This design comes from an exercise in tuning for small area, a short achievable clock period and few clock cycles on the open sky130 flow, not from production work.
RTL that was checked went through simulation tests only; none was proved equivalent to the original.
The RTL of run 2 was laid out without a check of its function.
Power figures rest on the tool's default switching activity, not on a simulated workload.

==> flow/design.v (outline; a module is shown in full before it is edited, if it fits) <==
// module booth_mul64: 1083 lines
module booth_mul64(clk, reset_n, multiplier, multiplicand, op_start, op_clear, op_done, result);
  // ...
==> flow/flow/run.sh <==
#!/bin/bash
# Layout flow: the standard flow, with the port buffers made of the
# smallest plain buffer instead of the default delay buffer, and no dummy
# loads in the clock tree.
set -o pipefail
export BUFFER_PORTS_ARGS="-buffer_cell sky130_fd_sc_hd__buf_1"
export CTS_ARGS="-sink_clustering_enable -repair_clock_nets -dont_use_dummy_load"
bash standard.sh > standard.log 2>&1
==> flow/standard.sh <==
#!/bin/bash
# synth_recipe.tcl (not shown) runs the flow's synth.tcl, then flattens the netlist and writes it again
# the make line also repeats each setting of config.mk as NAME=value (left out here)
make -C /OpenROAD-flow-scripts/flow DESIGN_CONFIG=/design/flow/config.mk WORK_HOME=/design/flow/orfs CLKGATE_MAP_FILE= SYNTH_SCRIPT=/design/flow/synth_recipe.tcl "${@:-finish}"
==> flow/config.mk <==
export PLATFORM = sky130hd
export DESIGN_NAME = booth_mul64
export DESIGN_NICKNAME = booth_mul64
export VERILOG_FILES = /design/flow/design.v
export SDC_FILE = /design/flow/constraint.sdc
export NUM_CORES = 4
export LEC_CHECK = 0
export CAP_MARGIN = 20
export CORE_MARGIN = 2
export CORE_UTILIZATION = 40
export SETUP_SLACK_MARGIN = 4.0
export SLEW_MARGIN = 20
==> flow/constraint.sdc <==
create_clock -name core_clock -period 7.0 [get_ports {clk}]
set_input_delay 1.4000 -clock core_clock [delete_from_list [all_inputs] [get_ports {clk}]]
set_output_delay 1.4000 -clock core_clock [all_outputs]
set_load 0.01 [all_outputs]
==> results_dict.tcl, run 1 <==
set metrics [dict create \
    synth_top_cells_by_count "fa_1 (286), a22oi_1 (254), xnor2_1 (246)" \
    power.switching_fraction 0.4402 \
    vdd_ir_drop_max_uv 200.9 \
    num-fill-cells 5272 \
    vias_per_cell 5.500 \
    largest_net_degree_at_the_start_of_global_routing 94 \
    initial_cell_density_of_the_core 0.4051 \
    clock_cell_area_share 0.03461 \
    synth.ff_latch_count 291 \
    layout-drive-gt1-share 0.1360 \
    largest_register "S" \
    cap_viol_max_count 0 \
    setup.worst_path.class "flop to flop" \
    layout.cells.non_filler 3099 \
    power_leader "combinational cells" \
    power.combinational.fraction 0.610 \
    dpl.hpwl_mm 49.55 \
    met3_layer_wire_length_in_the_routed_design_mm 5.086 \
    fin_setup_tns_ns 0 \
    die_height_um 243.0 \
    power.clock.fraction 0.158 \
    status "timing/DRC/antenna clean" \
    cts.sink_count 291 \
    critPathCaptureType "flop" \
    dr.max_layer_used "met4" \
    numPlacedInstances 2989 \
    worst_r2r_endpoint "S[61]" \
    yosys.area_share.xor_xnor 0.1204 \
    antenna_left 0 \
    regArea_um2 6571 \
    syn-cell-area_um2 22840 \
    sequential_cell_total 291 \
    route.detailed.drc 0 \
    grt_overflow 0 \
]
==> run 2, diff against run 1 <==
--- a/flow/design.v
+++ b/flow/design.v
@@ -23,147 +23,151 @@
   assign pp1[64:0] = (({65{bone0[1]}} & xe[64:0]) | ({65{btwo0[1]}} & x2e[64:0])) ^ {65{bneg0[1]}};
   wire [64:0] pp2;
   wire nb2 = bneg0[2];
   assign pp2[64:0] = (({65{bone0[2]}} & xe[64:0]) | ({65{btwo0[2]}} & x2e[64:0])) ^ {65{bneg0[2]}};
   wire [64:0] pp3;
   wire nb3 = bneg0[3];
   assign pp3[64:0] = (({65{bone0[3]}} & xe[64:0]) | ({65{btwo0[3]}} & x2e[64:0])) ^ {65{bneg0[3]}};
   wire c8;
+  reg first;
+  wire [64:0] Si = first ? {1'b1, 64'd0} : S;
+  wire [64:0] Ci = first ? 65'd0 : C;
+  wire gl = (st_busy & ~first) | st_cpa;
   wire hs0, hc0, hs1, hc1, hs2, hc2, hs3, hc3, hs4, hc4, hs5, hc5, hs6, hc6, hs7, hc7, hs8, hc8, hs9, hc9, hs10, hc10, hs11, hc11, hs12, hc12, hs13, hc13, hs14, hc14, hs15, hc15, hs16, hc16, hs17, hc17, hs18, hc18, hs19, hc19, hs20, hc20, hs21, hc21, hs22, hc22, hs23, hc23, hs24, hc24, hs25, hc25, hs26, hc26, hs27, hc27, hs28, hc28, hs29, hc29, hs30, hc30, hs31, hc31, hs32, hc32, hs33, hc33, hs34, hc34, hs35, hc35, hs36, hc36, hs37, hc37, hs38, hc38, hs39, hc39, hs40, hc40, hs41, hc41, hs42, hc42, hs43, hc43, hs44, hc44, hs45, hc45, hs46, hc46, hs47, hc47, hs48, hc48, hs49, hc49, hs50, hc50, hs51, hc51, hs52, hc52, hs53, hc53, hs54, hc54, hs55, hc55, hs56, hc56, hs57, hc57, hs58, hc58, hs59, hc59, hs60, hc60, hs61, hc61, fs62, fc62, hs63, hc63, fs64, fc64, hs65, hc65, fs66, fc66, fs67, fc67, fs68, fc68, fs69, fc69, fs70, fc70, fs71, fc71, fs72, fc72, fs73, fc73, fs74, fc74, fs75, fc75, fs76, fc76, fs77, fc77, fs78, fc78, fs79, fc79, fs80, fc80, fs81, fc81, fs82, fc82, fs83, fc83, fs84, fc84, fs85, fc85, fs86, fc86, fs87, fc87, fs88, fc88, fs89, fc89, fs90, fc90, fs91, fc91, fs92, fc92, fs93, fc93, fs94, fc94, fs95, fc95, fs96, fc96, fs97, fc97, fs98, fc98, fs99, fc99, fs100, fc100, fs101, fc101, fs102, fc102, fs103, fc103, fs104, fc104, fs105, fc105, fs106, fc106, fs107, fc107, fs108, fc108, fs109, fc109, fs110, fc110, fs111, fc111, fs112, fc112, fs113, fc113, fs114, fc114, fs115, fc115, fs116, fc116, fs117, fc117, fs118, fc118, fs119, fc119, fs120, fc120, fs121, fc121, fs122, fc122, fs123, fc123, fs124, fc124, fs125, fc125, fs126, fc126, fs127, fc127, fs128, fc128, fs129, fc129, fs130, fc130, fs131, fc131, fs132, fc132, fs133, fc133, fs134, fc134, fs135, fc135, fs136, fc136, fs137, fc137, fs138, fc138, fs139, fc139, fs140, fc140, fs141, fc141, fs142, fc142, fs143, fc143, fs144, fc144, fs145, fc145, fs146, fc146, fs147, fc147, fs148, fc148, fs149, fc149, fs150, fc150, fs151, fc151, fs152, fc152, fs153, fc153, fs154, fc154, fs155, fc155, fs156, fc156, fs157, fc157, fs158, fc158, fs159, fc159, fs160, fc160, fs161, fc161, fs162, fc162, fs163, fc163, fs164, fc164, fs165, fc165, fs166, fc166, fs167, fc167, fs168, fc168, fs169, fc169, fs170, fc170, fs171, fc171, fs172, fc172, fs173, fc173, fs174, fc174, fs175, fc175, fs176, fc176, fs177, fc177, fs178, fc178, fs179, fc179, fs180, fc180, fs181, fc181, fs182, fc182, fs183, fc183, fs184, fc184, hs185, hc185, hs186, hc186, hs187, hc187, fs188, fc188, fs189, fc189, fs190, fc190, fs191, fc191, fs192, fc192, fs193, fc193, fs194, fc194, fs195, fc195, fs196, fc196, fs197, fc197, fs198, fc198, fs199, fc199, fs200, fc200, fs201, fc201, fs202, fc202, fs203, fc203, fs204, fc204, fs205, fc205, fs206, fc206, fs207, fc207, fs208, fc208, fs209, fc209, fs210, fc210, fs211, fc211, fs212, fc212, fs213, fc213, fs214, fc214, fs215, fc215, fs216, fc216, fs217, fc217, fs218, fc218, fs219, fc219, fs220, fc220, fs221, fc221, fs222, fc222, fs223, fc223, fs224, fc224, fs225, fc225, fs226, fc226, fs227, fc227, fs228, fc228, fs229, fc229, fs230, fc230, fs231, fc231, fs232, fc232, fs233, fc233, fs234, fc234, fs235, fc235, fs236, fc236, fs237, fc237, fs238, fc238, fs239, fc239, fs240, fc240, fs241, fc241, fs242, fc242, fs243, fc243, fs244, fc244, fs245, fc245, fs246, fc246, fs247, fc247, fs248, fc248, fs249, fc249, fs250, fc250, fs251, fc251, fs252, fc252, fs253, fc253, fs254, fc254, hs255, hc255, fs256, fc256, fs257, fc257, fs258, fc258, fs259, fc259, fs260, fc260, fs261, fc261, fs262, fc262, fs263, fc263, fs264, fc264, fs265, fc265, fs266, fc266, fs267, fc267, fs268, fc268, fs269, fc269, fs270, fc270, fs271, fc271, fs272, fc272, fs273, fc273, fs274, fc274, fs275, fc275, fs276, fc276, fs277, fc277, fs278, fc278, fs279, fc279, fs280, fc280, fs281, fc281, fs282, fc282, fs283, fc283, fs284, fc284, fs285, fc285, fs286, fc286, fs287, fc287, fs288, fc288, fs289, fc289, fs290, fc290, fs291, fc291, fs292, fc292, fs293, fc293, fs294, fc294, fs295, fc295, fs296, fc296, fs297, fc297, fs298, fc298, fs299, fc299, fs300, fc300, fs301, fc301, fs302, fc302, fs303, fc303, fs304, fc304, fs305, fc305, fs306, fc306, fs307, fc307, fs308, fc308, fs309, fc309, fs310, fc310, fs311, fc311, fs312, fc312, fs313, fc313, fs314, fc314, fs315, fc315, fs316, fc316, fs317, fc317, fs318, fc318, fs319, fc319, fs320, fc320, fs321, fc321, fs322, fc322, fs323, fc323, hs324, hc324;
-  assign hs0 = S[6] ^ C[6];
-  assign hc0 = S[6] & C[6];
-  assign hs1 = S[7] ^ C[7];
-  assign hc1 = S[7] & C[7];
-  assign hs2 = S[8] ^ C[8];
-  assign hc2 = S[8] & C[8];
-  assign hs3 = S[9] ^ C[9];
-  assign hc3 = S[9] & C[9];
-  assign hs4 = S[10] ^ C[10];
-  assign hc4 = S[10] & C[10];
-  assign hs5 = S[11] ^ C[11];
-  assign hc5 = S[11] & C[11];
-  assign hs6 = S[12] ^ C[12];
-  assign hc6 = S[12] & C[12];
-  assign hs7 = S[13] ^ C[13];
-  assign hc7 = S[13] & C[13];
-  assign hs8 = S[14] ^ C[14];
-  assign hc8 = S[14] & C[14];
-  assign hs9 = S[15] ^ C[15];
-  assign hc9 = S[15] & C[15];
-  assign hs10 = S[16] ^ C[16];
-  assign hc10 = S[16] & C[16];
-  assign hs11 = S[17] ^ C[17];
-  assign hc11 = S[17] & C[17];
-  assign hs12 = S[18] ^ C[18];
-  assign hc12 = S[18] & C[18];
-  assign hs13 = S[19] ^ C[19];
-  assign hc13 = S[19] & C[19];
-  assign hs14 = S[20] ^ C[20];
-  assign hc14 = S[20] & C[20];
-  assign hs15 = S[21] ^ C[21];
-  assign hc15 = S[21] & C[21];
-  assign hs16 = S[22] ^ C[22];
-  assign hc16 = S[22] & C[22];
-  assign hs17 = S[23] ^ C[23];
-  assign hc17 = S[23] & C[23];
-  assign hs18 = S[24] ^ C[24];
-  assign hc18 = S[24] & C[24];
-  assign hs19 = S[25] ^ C[25];
-  assign hc19 = S[25] & C[25];
-  assign hs20 = S[26] ^ C[26];
-  assign hc20 = S[26] & C[26];
-  assign hs21 = S[27] ^ C[27];
-  assign hc21 = S[27] & C[27];
-  assign hs22 = S[28] ^ C[28];
-  assign hc22 = S[28] & C[28];
-  assign hs23 = S[29] ^ C[29];
-  assign hc23 = S[29] & C[29];
-  assign hs24 = S[30] ^ C[30];
-  assign hc24 = S[30] & C[30];
-  assign hs25 = S[31] ^ C[31];
-  assign hc25 = S[31] & C[31];
-  assign hs26 = S[32] ^ C[32];
-  assign hc26 = S[32] & C[32];
-  assign hs27 = S[33] ^ C[33];
-  assign hc27 = S[33] & C[33];
-  assign hs28 = S[34] ^ C[34];
-  assign hc28 = S[34] & C[34];
-  assign hs29 = S[35] ^ C[35];
-  assign hc29 = S[35] & C[35];
-  assign hs30 = S[36] ^ C[36];
-  assign hc30 = S[36] & C[36];
-  assign hs31 = S[37] ^ C[37];
-  assign hc31 = S[37] & C[37];
-  assign hs32 = S[38] ^ C[38];
-  assign hc32 = S[38] & C[38];
-  assign hs33 = S[39] ^ C[39];
-  assign hc33 = S[39] & C[39];
-  assign hs34 = S[40] ^ C[40];
-  assign hc34 = S[40] & C[40];
-  assign hs35 = S[41] ^ C[41];
-  assign hc35 = S[41] & C[41];
-  assign hs36 = S[42] ^ C[42];
-  assign hc36 = S[42] & C[42];
-  assign hs37 = S[43] ^ C[43];
-  assign hc37 = S[43] & C[43];
-  assign hs38 = S[44] ^ C[44];
-  assign hc38 = S[44] & C[44];
-  assign hs39 = S[45] ^ C[45];
-  assign hc39 = S[45] & C[45];
-  assign hs40 = S[46] ^ C[46];
-  assign hc40 = S[46] & C[46];
-  assign hs41 = S[47] ^ C[47];
-  assign hc41 = S[47] & C[47];
-  assign hs42 = S[48] ^ C[48];
-  assign hc42 = S[48] & C[48];
-  assign hs43 = S[49] ^ C[49];
-  assign hc43 = S[49] & C[49];
-  assign hs44 = S[50] ^ C[50];
-  assign hc44 = S[50] & C[50];
-  assign hs45 = S[51] ^ C[51];
-  assign hc45 = S[51] & C[51];
-  assign hs46 = S[52] ^ C[52];
-  assign hc46 = S[52] & C[52];
-  assign hs47 = S[53] ^ C[53];
-  assign hc47 = S[53] & C[53];
-  assign hs48 = S[54] ^ C[54];
-  assign hc48 = S[54] & C[54];
-  assign hs49 = S[55] ^ C[55];
-  assign hc49 = S[55] & C[55];
-  assign hs50 = S[56] ^ C[56];
-  assign hc50 = S[56] & C[56];
-  assign hs51 = S[57] ^ C[57];
-  assign hc51 = S[57] & C[57];
-  assign hs52 = S[58] ^ C[58];
-  assign hc52 = S[58] & C[58];
-  assign hs53 = S[59] ^ C[59];
-  assign hc53 = S[59] & C[59];
-  assign hs54 = S[60] ^ C[60];
-  assign hc54 = S[60] & C[60];
-  assign hs55 = S[61] ^ C[61];
-  assign hc55 = S[61] & C[61];
-  assign hs56 = S[62] ^ C[62];
-  assign hc56 = S[62] & C[62];
-  assign hs57 = S[63] ^ C[63];
-  assign hc57 = S[63] & C[63];
-  assign hs58 = S[64] ^ C[64];
-  assign hc58 = S[64] & C[64];
-  assign hs59 = S[0] ^ C[0];
-  assign hc59 = S[0] & C[0];
-  assign hs60 = S[2] ^ C[2];
-  assign hc60 = S[2] & C[2];
-  assign hs61 = S[3] ^ C[3];
-  assign hc61 = S[3] & C[3];
-  assign fs62 = S[4] ^ C[4] ^ nb2;
-  assign fc62 = (S[4] & C[4]) | (S[4] & nb2) | (C[4] & nb2);
+  assign hs0 = Si[6] ^ Ci[6];
+  assign hc0 = Si[6] & Ci[6];
+  assign hs1 = Si[7] ^ Ci[7];
+  assign hc1 = Si[7] & Ci[7];
+  assign hs2 = Si[8] ^ Ci[8];
+  assign hc2 = Si[8] & Ci[8];
+  assign hs3 = Si[9] ^ Ci[9];
+  assign hc3 = Si[9] & Ci[9];
+  assign hs4 = Si[10] ^ Ci[10];
+  assign hc4 = Si[10] & Ci[10];
+  assign hs5 = Si[11] ^ Ci[11];
+  assign hc5 = Si[11] & Ci[11];
+  assign hs6 = Si[12] ^ Ci[12];
+  assign hc6 = Si[12] & Ci[12];
+  assign hs7 = Si[13] ^ Ci[13];
+  assign hc7 = Si[13] & Ci[13];
+  assign hs8 = Si[14] ^ Ci[14];
+  assign hc8 = Si[14] & Ci[14];
+  assign hs9 = Si[15] ^ Ci[15];
+  assign hc9 = Si[15] & Ci[15];
+  assign hs10 = Si[16] ^ Ci[16];
+  assign hc10 = Si[16] & Ci[16];
+  assign hs11 = Si[17] ^ Ci[17];
+  assign hc11 = Si[17] & Ci[17];
+  assign hs12 = Si[18] ^ Ci[18];
+  assign hc12 = Si[18] & Ci[18];
+  assign hs13 = Si[19] ^ Ci[19];
+  assign hc13 = Si[19] & Ci[19];
+  assign hs14 = Si[20] ^ Ci[20];
+  assign hc14 = Si[20] & Ci[20];
+  assign hs15 = Si[21] ^ Ci[21];
+  assign hc15 = Si[21] & Ci[21];
+  assign hs16 = Si[22] ^ Ci[22];
+  assign hc16 = Si[22] & Ci[22];
+  assign hs17 = Si[23] ^ Ci[23];
+  assign hc17 = Si[23] & Ci[23];
+  assign hs18 = Si[24] ^ Ci[24];
+  assign hc18 = Si[24] & Ci[24];
+  assign hs19 = Si[25] ^ Ci[25];
+  assign hc19 = Si[25] & Ci[25];
+  assign hs20 = Si[26] ^ Ci[26];
+  assign hc20 = Si[26] & Ci[26];
+  assign hs21 = Si[27] ^ Ci[27];
+  assign hc21 = Si[27] & Ci[27];
+  assign hs22 = Si[28] ^ Ci[28];
+  assign hc22 = Si[28] & Ci[28];
+  assign hs23 = Si[29] ^ Ci[29];
+  assign hc23 = Si[29] & Ci[29];
+  assign hs24 = Si[30] ^ Ci[30];
+  assign hc24 = Si[30] & Ci[30];
+  assign hs25 = Si[31] ^ Ci[31];
+  assign hc25 = Si[31] & Ci[31];
+  assign hs26 = Si[32] ^ Ci[32];
+  assign hc26 = Si[32] & Ci[32];
+  assign hs27 = Si[33] ^ Ci[33];
+  assign hc27 = Si[33] & Ci[33];
+  assign hs28 = Si[34] ^ Ci[34];
+  assign hc28 = Si[34] & Ci[34];
+  assign hs29 = Si[35] ^ Ci[35];
+  assign hc29 = Si[35] & Ci[35];
+  assign hs30 = Si[36] ^ Ci[36];
+  assign hc30 = Si[36] & Ci[36];
+  assign hs31 = Si[37] ^ Ci[37];
+  assign hc31 = Si[37] & Ci[37];
+  assign hs32 = Si[38] ^ Ci[38];
+  assign hc32 = Si[38] & Ci[38];
+  assign hs33 = Si[39] ^ Ci[39];
+  assign hc33 = Si[39] & Ci[39];
+  assign hs34 = Si[40] ^ Ci[40];
+  assign hc34 = Si[40] & Ci[40];
+  assign hs35 = Si[41] ^ Ci[41];
+  assign hc35 = Si[41] & Ci[41];
+  assign hs36 = Si[42] ^ Ci[42];
+  assign hc36 = Si[42] & Ci[42];
+  assign hs37 = Si[43] ^ Ci[43];
+  assign hc37 = Si[43] & Ci[43];
+  assign hs38 = Si[44] ^ Ci[44];
+  assign hc38 = Si[44] & Ci[44];
+  assign hs39 = Si[45] ^ Ci[45];
+  assign hc39 = Si[45] & Ci[45];
+  assign hs40 = Si[46] ^ Ci[46];
+  assign hc40 = Si[46] & Ci[46];
+  assign hs41 = Si[47] ^ Ci[47];
+  assign hc41 = Si[47] & Ci[47];
+  assign hs42 = Si[48] ^ Ci[48];
+  assign hc42 = Si[48] & Ci[48];
+  assign hs43 = Si[49] ^ Ci[49];
+  assign hc43 = Si[49] & Ci[49];
+  assign hs44 = Si[50] ^ Ci[50];
+  assign hc44 = Si[50] & Ci[50];
+  assign hs45 = Si[51] ^ Ci[51];
+  assign hc45 = Si[51] & Ci[51];
+  assign hs46 = Si[52] ^ Ci[52];
+  assign hc46 = Si[52] & Ci[52];
+  assign hs47 = Si[53] ^ Ci[53];
+  assign hc47 = Si[53] & Ci[53];
+  assign hs48 = Si[54] ^ Ci[54];
+  assign hc48 = Si[54] & Ci[54];
+  assign hs49 = Si[55] ^ Ci[55];
+  assign hc49 = Si[55] & Ci[55];
+  assign hs50 = Si[56] ^ Ci[56];
+  assign hc50 = Si[56] & Ci[56];
+  assign hs51 = Si[57] ^ Ci[57];
+  assign hc51 = Si[57] & Ci[57];
+  assign hs52 = Si[58] ^ Ci[58];
+  assign hc52 = Si[58] & Ci[58];
+  assign hs53 = Si[59] ^ Ci[59];
+  assign hc53 = Si[59] & Ci[59];
+  assign hs54 = Si[60] ^ Ci[60];
+  assign hc54 = Si[60] & Ci[60];
+  assign hs55 = Si[61] ^ Ci[61];
+  assign hc55 = Si[61] & Ci[61];
+  assign hs56 = Si[62] ^ Ci[62];
+  assign hc56 = Si[62] & Ci[62];
+  assign hs57 = Si[63] ^ Ci[63];
+  assign hc57 = Si[63] & Ci[63];
+  assign hs58 = Si[64] ^ Ci[64];
+  assign hc58 = Si[64] & Ci[64];
+  assign hs59 = Si[0] ^ Ci[0];
+  assign hc59 = Si[0] & Ci[0];
+  assign hs60 = Si[2] ^ Ci[2];
+  assign hc60 = Si[2] & Ci[2];
+  assign hs61 = Si[3] ^ Ci[3];
+  assign hc61 = Si[3] & Ci[3];
+  assign fs62 = Si[4] ^ Ci[4] ^ nb2;
+  assign fc62 = (Si[4] & Ci[4]) | (Si[4] & nb2) | (Ci[4] & nb2);
   assign hs63 = pp0[4] ^ pp1[2];
   assign hc63 = pp0[4] & pp1[2];
-  assign fs64 = S[5] ^ C[5] ^ pp0[5];
-  assign fc64 = (S[5] & C[5]) | (S[5] & pp0[5]) | (C[5] & pp0[5]);
+  assign fs64 = Si[5] ^ Ci[5] ^ pp0[5];
+  assign fc64 = (Si[5] & Ci[5]) | (Si[5] & pp0[5]) | (Ci[5] & pp0[5]);
   assign hs65 = pp1[3] ^ pp2[1];
   assign hc65 = pp1[3] & pp2[1];
   assign fs66 = nb3 ^ hs0 ^ pp0[6];
   assign fc66 = (nb3 & hs0) | (nb3 & pp0[6]) | (hs0 & pp0[6]);
   assign fs67 = pp1[4] ^ pp2[2] ^ pp3[0];
   assign fc67 = (pp1[4] & pp2[2]) | (pp1[4] & pp3[0]) | (pp2[2] & pp3[0]);
   assign fs68 = hc0 ^ hs1 ^ pp0[7];
   assign fc68 = (hc0 & hs1) | (hc0 & pp0[7]) | (hs1 & pp0[7]);
@@ -400,18 +404,18 @@
   assign fs184 = 1'b1 ^ hc58 ^ pp1[63];
   assign fc184 = (1'b1 & hc58) | (1'b1 & pp1[63]) | (hc58 & pp1[63]);
   assign hs185 = pp2[61] ^ pp3[59];
   assign hc185 = pp2[61] & pp3[59];
   assign hs186 = ~pp1[64] ^ pp2[62];
   assign hc186 = ~pp1[64] & pp2[62];
   assign hs187 = nb0 ^ hs59;
   assign hc187 = nb0 & hs59;
-  assign fs188 = S[1] ^ C[1] ^ hc59;
-  assign fc188 = (S[1] & C[1]) | (S[1] & hc59) | (C[1] & hc59);
+  assign fs188 = Si[1] ^ Ci[1] ^ hc59;
+  assign fc188 = (Si[1] & Ci[1]) | (Si[1] & hc59) | (Ci[1] & hc59);
   assign fs189 = nb1 ^ hs60 ^ pp0[2];
   assign fc189 = (nb1 & hs60) | (nb1 & pp0[2]) | (hs60 & pp0[2]);
   assign fs190 = hc60 ^ hs61 ^ pp0[3];
   assign fc190 = (hc60 & hs61) | (hc60 & pp0[3]) | (hs61 & pp0[3]);
   assign fs191 = hc61 ^ pp2[0] ^ fs62;
   assign fc191 = (hc61 & pp2[0]) | (hc61 & fs62) | (pp2[0] & fs62);
   assign fs192 = fc62 ^ hc63 ^ hs65;
   assign fc192 = (fc62 & hc63) | (fc62 & hs65) | (hc63 & hs65);
@@ -676,18 +680,18 @@
   assign fs322 = hc186 ^ fs254 ^ fc253;
   assign fc322 = (hc186 & fs254) | (hc186 & fc253) | (fs254 & fc253);
   assign fs323 = ~pp2[64] ^ pp3[62] ^ fc254;
   assign fc323 = (~pp2[64] & pp3[62]) | (~pp2[64] & fc254) | (pp3[62] & fc254);
   assign hs324 = 1'b1 ^ pp3[63];
   assign hc324 = 1'b1 & pp3[63];
   wire [72:0] TS = {1'b0, 1'b1, hc324, fc323, fc322, fc321, fc320, fc319, fc318, fc317, fc316, fc315, fc314, fc313, fc312, fc311, fc310, fc309, fc308, fc307, fc306, fc305, fc304, fc303, fc302, fc301, fc300, fc299, fc298, fc297, fc296, fc295, fc294, fc293, fc292, fc291, fc290, fc289, fc288, fc287, fc286, fc285, fc284, fc283, fc282, fc281, fc280, fc279, fc278, fc277, fc276, fc275, fc274, fc273, fc272, fc271, fc270, fc269, fc268, fc267, fc266, fc265, fc264, fc263, fc262, fc261, fc260, fc259, fc258, fc257, fc256, hc255, hs255};
   wire [72:0] TC = {1'b0, 1'b0, ~pp3[64], hs324, fs323, fs322, fs321, fs320, fs319, fs318, fs317, fs316, fs315, fs314, fs313, fs312, fs311, fs310, fs309, fs308, fs307, fs306, fs305, fs304, fs303, fs302, fs301, fs300, fs299, fs298, fs297, fs296, fs295, fs294, fs293, fs292, fs291, fs290, fs289, fs288, fs287, fs286, fs285, fs284, fs283, fs282, fs281, fs280, fs279, fs278, fs277, fs276, fs275, fs274, fs273, fs272, fs271, fs270, fs269, fs268, fs267, fs266, fs265, fs264, fs263, fs262, fs261, fs260, fs259, fs258, fs257, fs256, c8};
-  wire [71:0] aa = {S[63:0], SL};
-  wire [71:0] bb = {C[63:0], CL};
+  wire [71:0] aa = {S[63:0], SL & {8{gl}}};
+  wire [71:0] bb = {C[63:0] & {64{st_cpa}}, CL & {8{gl}}};
   wire [71:0] pg_p = aa ^ bb;
   wire [71:0] pg_g = aa & bb;
   wire G1_1 = pg_g[0] | (pg_p[0] & 1'b0);
   wire G1_3 = pg_g[2] | (pg_p[2] & pg_g[1]);
   wire P1_3 = pg_p[2] & pg_p[1];
   wire G1_5 = pg_g[4] | (pg_p[4] & pg_g[3]);
   wire P1_5 = pg_p[4] & pg_p[3];
   wire G1_7 = pg_g[6] | (pg_p[6] & pg_g[5]);
@@ -1038,46 +1042,42 @@
   wire G7_67 = G2_67 | (P2_67 & G6_63);
   wire G7_68 = G3_68 | (P3_68 & G6_63);
   wire G7_69 = G3_69 | (P3_69 & G6_63);
   wire G7_70 = G3_70 | (P3_70 & G6_63);
   wire G7_71 = G3_71 | (P3_71 & G6_63);
   wire G7_72 = G4_72 | (P4_72 & G6_63);
   wire [71:0] carry = {G7_71, G7_70, G7_69, G7_68, G7_67, G7_66, G7_65, G7_64, G6_63, G6_62, G6_61, G6_60, G6_59, G6_58, G6_57, G6_56, G6_55, G6_54, G6_53, G6_52, G6_51, G6_50, G6_49, G6_48, G6_47, G6_46, G6_45, G6_44, G6_43, G6_42, G6_41, G6_40, G6_39, G6_38, G6_37, G6_36, G6_35, G6_34, G6_33, G6_32, G5_31, G5_30, G5_29, G5_28, G5_27, G5_26, G5_25, G5_24, G5_23, G5_22, G5_21, G5_20, G5_19, G5_18, G5_17, G5_16, G4_15, G4_14, G4_13, G4_12, G4_11, G4_10, G4_9, G4_8, G3_7, G3_6, G3_5, G3_4, G2_3, G2_2, G1_1, 1'b0};
   wire [71:0] sum = pg_p ^ carry;
-  assign c8 = sum[8] ^ S[0] ^ C[0];    
+  assign c8 = carry[8];    
   wire [8:0] win = st_idle ? {multiplier[7:0], 1'b0} : PL[15:7];
   wire [3:0] n_one, n_two, n_neg;
   genvar g;
   generate for (g = 0; g < 4; g = g + 1) begin : enc
     wire b0 = win[2*g], b1 = win[2*g+1], b2 = win[2*g+2];
     assign n_one[g] = b1 ^ b0;
     assign n_two[g] = (b2 & ~b1 & ~b0) | (~b2 & b1 & b0);
     assign n_neg[g] = b2 & ~(b1 & b0);
   end endgenerate
   always @(posedge clk or negedge reset_n)
     if (!reset_n) begin
       st_idle <= 1'b1; st_busy <= 1'b0; st_cpa <= 1'b0; st_done <= 1'b0;
       cnt <= 3'd0;
+      first <= 1'b0;
     end else begin
       st_idle <= op_clear | (st_idle & ~op_start);
       st_busy <= ~op_clear & ((st_idle & op_start) | (st_busy & (cnt != 3'd7)));
       st_cpa  <= ~op_clear & st_busy & (cnt == 3'd7);
       st_done <= ~op_clear & (st_cpa | st_done);
       cnt <= st_busy ? cnt + 3'd1 : 3'd0;
+      first <= st_idle;
     end
   always @(posedge clk) begin
     M <= multiplicand;
     bone0 <= n_one; btwo0 <= n_two; bneg0 <= n_neg;
     if (st_idle) PL <= multiplier;
     else if (st_busy | st_cpa) PL <= {sum[7:0], PL[63:8]};
-    if (st_idle) begin
-      S <= {1'b1, 64'd0};
-      C <= 65'd0; SL <= 8'd0; CL <= 8'd0;
-    end else if (st_busy) begin
-      S <= TS[72:8]; C <= TC[72:8];
-      SL <= TS[7:0]; CL <= TC[7:0];
-    end else begin
-      S[63:0] <= sum[71:8];
-      C <= 65'd0; SL <= 8'd0; CL <= 8'd0;
-    end
+    if (st_busy) S <= TS[72:8];
+    else S[63:0] <= sum[71:8];
+    C <= TC[72:8];
+    SL <= TS[7:0]; CL <= TC[7:0];
   end
 endmodule
==> results_dict.tcl, run 2 <==
set metrics [dict create \
    post-route-cell-area_um2 29340 \
    grt_antenna_before_repair 4 \
    crit_chain "buf_6 -> buf_12 -> bufbuf_16 -> and2_1 -> ha_1 -> a21oi_1 -> o21ai_0 -> a21oi_1 -> o21ai_1 -> a2bb2oi_4 -> a21oi_2 -> nor3_2 -> o21ai_2 -> a21o_1 -> fa_2 -> mux2_4" \
    synth.ff_latch_count 291 \
    ys_warn_count 1 \
    power_density_nw_per_um2 368.7 \
    post_synth_inst_count 2375 \
    total_power_mw 10.82 \
    die_height_um 249.5 \
    via_count 18605 \
    row_count 89 \
    hold_path_depth 1 \
    status "timing/DRC/antenna clean" \
    timing.critical_path.arrival_ns 4.30 \
    route.detailed.drc 0 \
    clock_path_buffers 3 \
    number_of_global_route_vias_before_repair 19486 \
    synth-edff-count 64 \
    max_freq_mhz 261.6 \
    worstRegToRegCells 16 \
    wire_per_inst_um 22.80 \
    min_path_type "flop to flop" \
    crit_required_ns 7.48 \
    cts_root_buffer_type "clkbuf_16" \
    design.final.nets 3154 \
    most_frequent_standard_cell_in_the_layout_excluding_fill_and_tap_cells "buf_1" \
    floorplan.die_area_um2 62230 \
    final_setup_violating_endpoints 0 \
    cts_made_buffers 39 \
    initial_cell_density_of_the_core 0.4068 \
    clock_insertion_delay_worst_skew_ns 0.59 \
    worst_slew_pin_slew_ns 0.8821 \
    critPathCaptureType "flop" \
    leakage_nw 11.90 \
    final.setup_skew_ns 0.07359 \
    drt_pre_antenna_iters 5 \
    clock_tree_from_tritoncts "yes" \
    worst_setup_hold_path_clk_slew_ns 0.06 \
    cap_viol_max_count 0 \
    worst_slack_ns 3.178 \
    finalHoldViolCount 0 \
    vdd_ir_drop_max_uv 208.9 \
    rsz0062_at_grt "yes" \
    design.portCount 261 \
    antenna_left 0 \
    synth_cell_types 68 \
    gp_congestion 0.8791 \
    min_period_over_period 0.5460 \
    dpl.hpwl_mm 50.72 \
    hp-start "cnt[0]" \
    cp-start-kind "flop" \
    final.min_clock_period_ns 3.822 \
    setup.worst_path.class "flop to flop" \
    syn-cell-area_um2 24100 \
    synth-seq-area-share 0.2700 \
    postPlaceCellArea_um2 25550 \
    slew_violations 0 \
    wl_mm 77.30 \
    num-fill-cells 5392 \
    grt_pass1_wl_mm 116.3 \
    detail_route.iter0.violations 1146 \
    synth_area_per_cell_um2 10.15 \
    place.port_buffers 260 \
    timing.critical_path.slowest_cell_delay_ns 0.52 \
    synthFlopType "dfxtp_1" \
    yosysMostFrequentCell "inv_1" \
    slew_headroom 0.4120 \
    grtUsageTotal 0.2419 \
    fin_setup_tns_ns 0 \
    critical_path.max_fanout 13 \
    die_width_um 249.5 \
    layout_common_cells "buf_1 (260), a22oi_1 (255), fa_1 (233)" \
    whs_endpoint "cnt[0]" \
    dominant_cell_type_by_area_after_synthesis "fa_1" \
    cpMostUsedCell "a21oi_1" \
    critical_path.reg2reg.startpoint "st_cpa" \
    timing.reg2reg.setup_slack_ns 3.18 \
    syn2layout_area_growth_pct 21.73 \
    layout-drive-gt1-share 0.1953 \
    proportion_of_register_bits_with_asynchronous_set_or_reset_after_synthesis 0.02749 \
    post_synth_main_area_contributors "fa_1 (22%), dfxtp_1 (18%), xnor2_1 (8.3%)" \
    vias_per_cell 5.488 \
    grt_overflow 0 \
    post-synth-top-area-fraction 0.2151 \
    synth_top_cells_by_count "inv_1 (270), fa_1 (259), a22oi_1 (256)" \
    largest_net_degree_at_the_start_of_global_routing 69 \
    worst_r2r_endpoint "result[119]" \
    syn_nets 2911 \
    core_area_um2 59240 \
    critPathSlowestCell "dfrtp_4" \
    cts.sink_count 291 \
    ctsHtreeMaxLevel 2 \
    dp_slack_ns 2.249 \
]
## run 2: kinds of logic (layout without fill, tap and decap cells)
kind of cell,Yosys count,after routing,share of synthesized area
buffers and inverters,462,702,0.07502
AND/OR/NAND/NOR,392,392,0.08883
AO/OA/AOI/OAI,460,461,0.1367
multiplexers,61,61,0.02814
adder cells (fa/ha/maj),404,404,0.2904
flip-flops,291,291,0.2700
other,0,1,0
XOR/XNOR,305,305,0.1108
## run 2: critical path: cells and delay by family (launching register included)
| family | cells | cell delay, ns |
|---|---|---|
| compound gates | 8 | 1.22 |
| buf+inv | 3 | 0.58 |
| fa+ha+maj | 2 | 0.74 |
| mux | 1 | 0.27 |
| flops | 1 | 0.52 |
| simple gates | 2 | 0.41 |
## run 2: per-stage QoR
step                      hold WS, ns  instances  utilization
after floorplan                0.3879       2375            -
after global placement         0.4146       3233       0.4312
after detailed placement       0.4204       3233       0.4312
after CTS                      0.4283       3343       0.4750
after global routing           0.4429       3390       0.4952
final                          0.4254       3390       0.4952
## run 2: metal layers
layer  up-vias  track usage  wire length, um
met4         0      0.08640             3073
met2       778       0.4073            37290
li1       8321            -                -
met3       165      0.02931             5141
met5         -            0                0
met1      9341       0.3207            31790
## run 2: power breakdown
part | leakage [nW] | total [mW] | switching (mW) | internal, mW
Combinational | 8.82 | 6.27 | 3.41 | 2.86
Clock | 0.481 | 1.69 | 0.722 | 0.971
Sequential | 2.60 | 2.85 | 0.522 | 2.33
## run 2: area by class of cell
class,instances,area [um^2],share of cell area
inverters,270,1018,0.03472
multi-input cells,1623,17000,0.5795
well taps,773,967.2,0.03297
diodes,1,2.502,0.00008530
repair buffers,393,2818,0.09605
clock buffers,39,975.9,0.03327
flip-flops and latches,291,6554,0.2234
## run 2: what timing repair did
action                                  CTS  global route
cloned                                   11             5
endpoints found under the setup margin  137           109
gates resized for setup                 181           206
hold buffers                              0             0
pin swaps                                86           140
setup buffers                            60            41
## run 2: how the worst max path moves through the flow
stage | start | end | slack, ns | cells past startpoint
floorplan | first | result[119] | 3.47 | 16
global placement | st_cpa | result[119] | 2.36 | 15
detailed placement | st_cpa | result[119] | 2.25 | 15
CTS | st_cpa | result[119] | 3.24 | 15
global route | st_cpa | result[123] | 3.05 | 17
finish | st_cpa | result[119] | 3.18 | 16

==> afterwards: timing with drivers on the ports <==
The results above use ideal ports. As a check the final layouts listed here were re-extracted and re-timed, cells and wires unchanged. Step 1 assumes that a clkbuf_16 drives the clock port and a buf_2 every other input. Step 2 times the ports against the registers' clock, not the clock port: input delays grow and output delays shrink by t, the midpoint of the rising clock arrivals with the driver on. a / b / c = ideal ports / drivers / drivers and shift; a / b = the first two.
run	t, ns	slack for setup (ns)	slew at the worst register clock pin (ns)
run 1	0.599	3.942 / 3.942 / 3.942	0.06 / 0.06
run 2	0.611	3.178 / 3.178 / 3.178	0.06 / 0.06
After both steps every run listed still meets setup and hold.
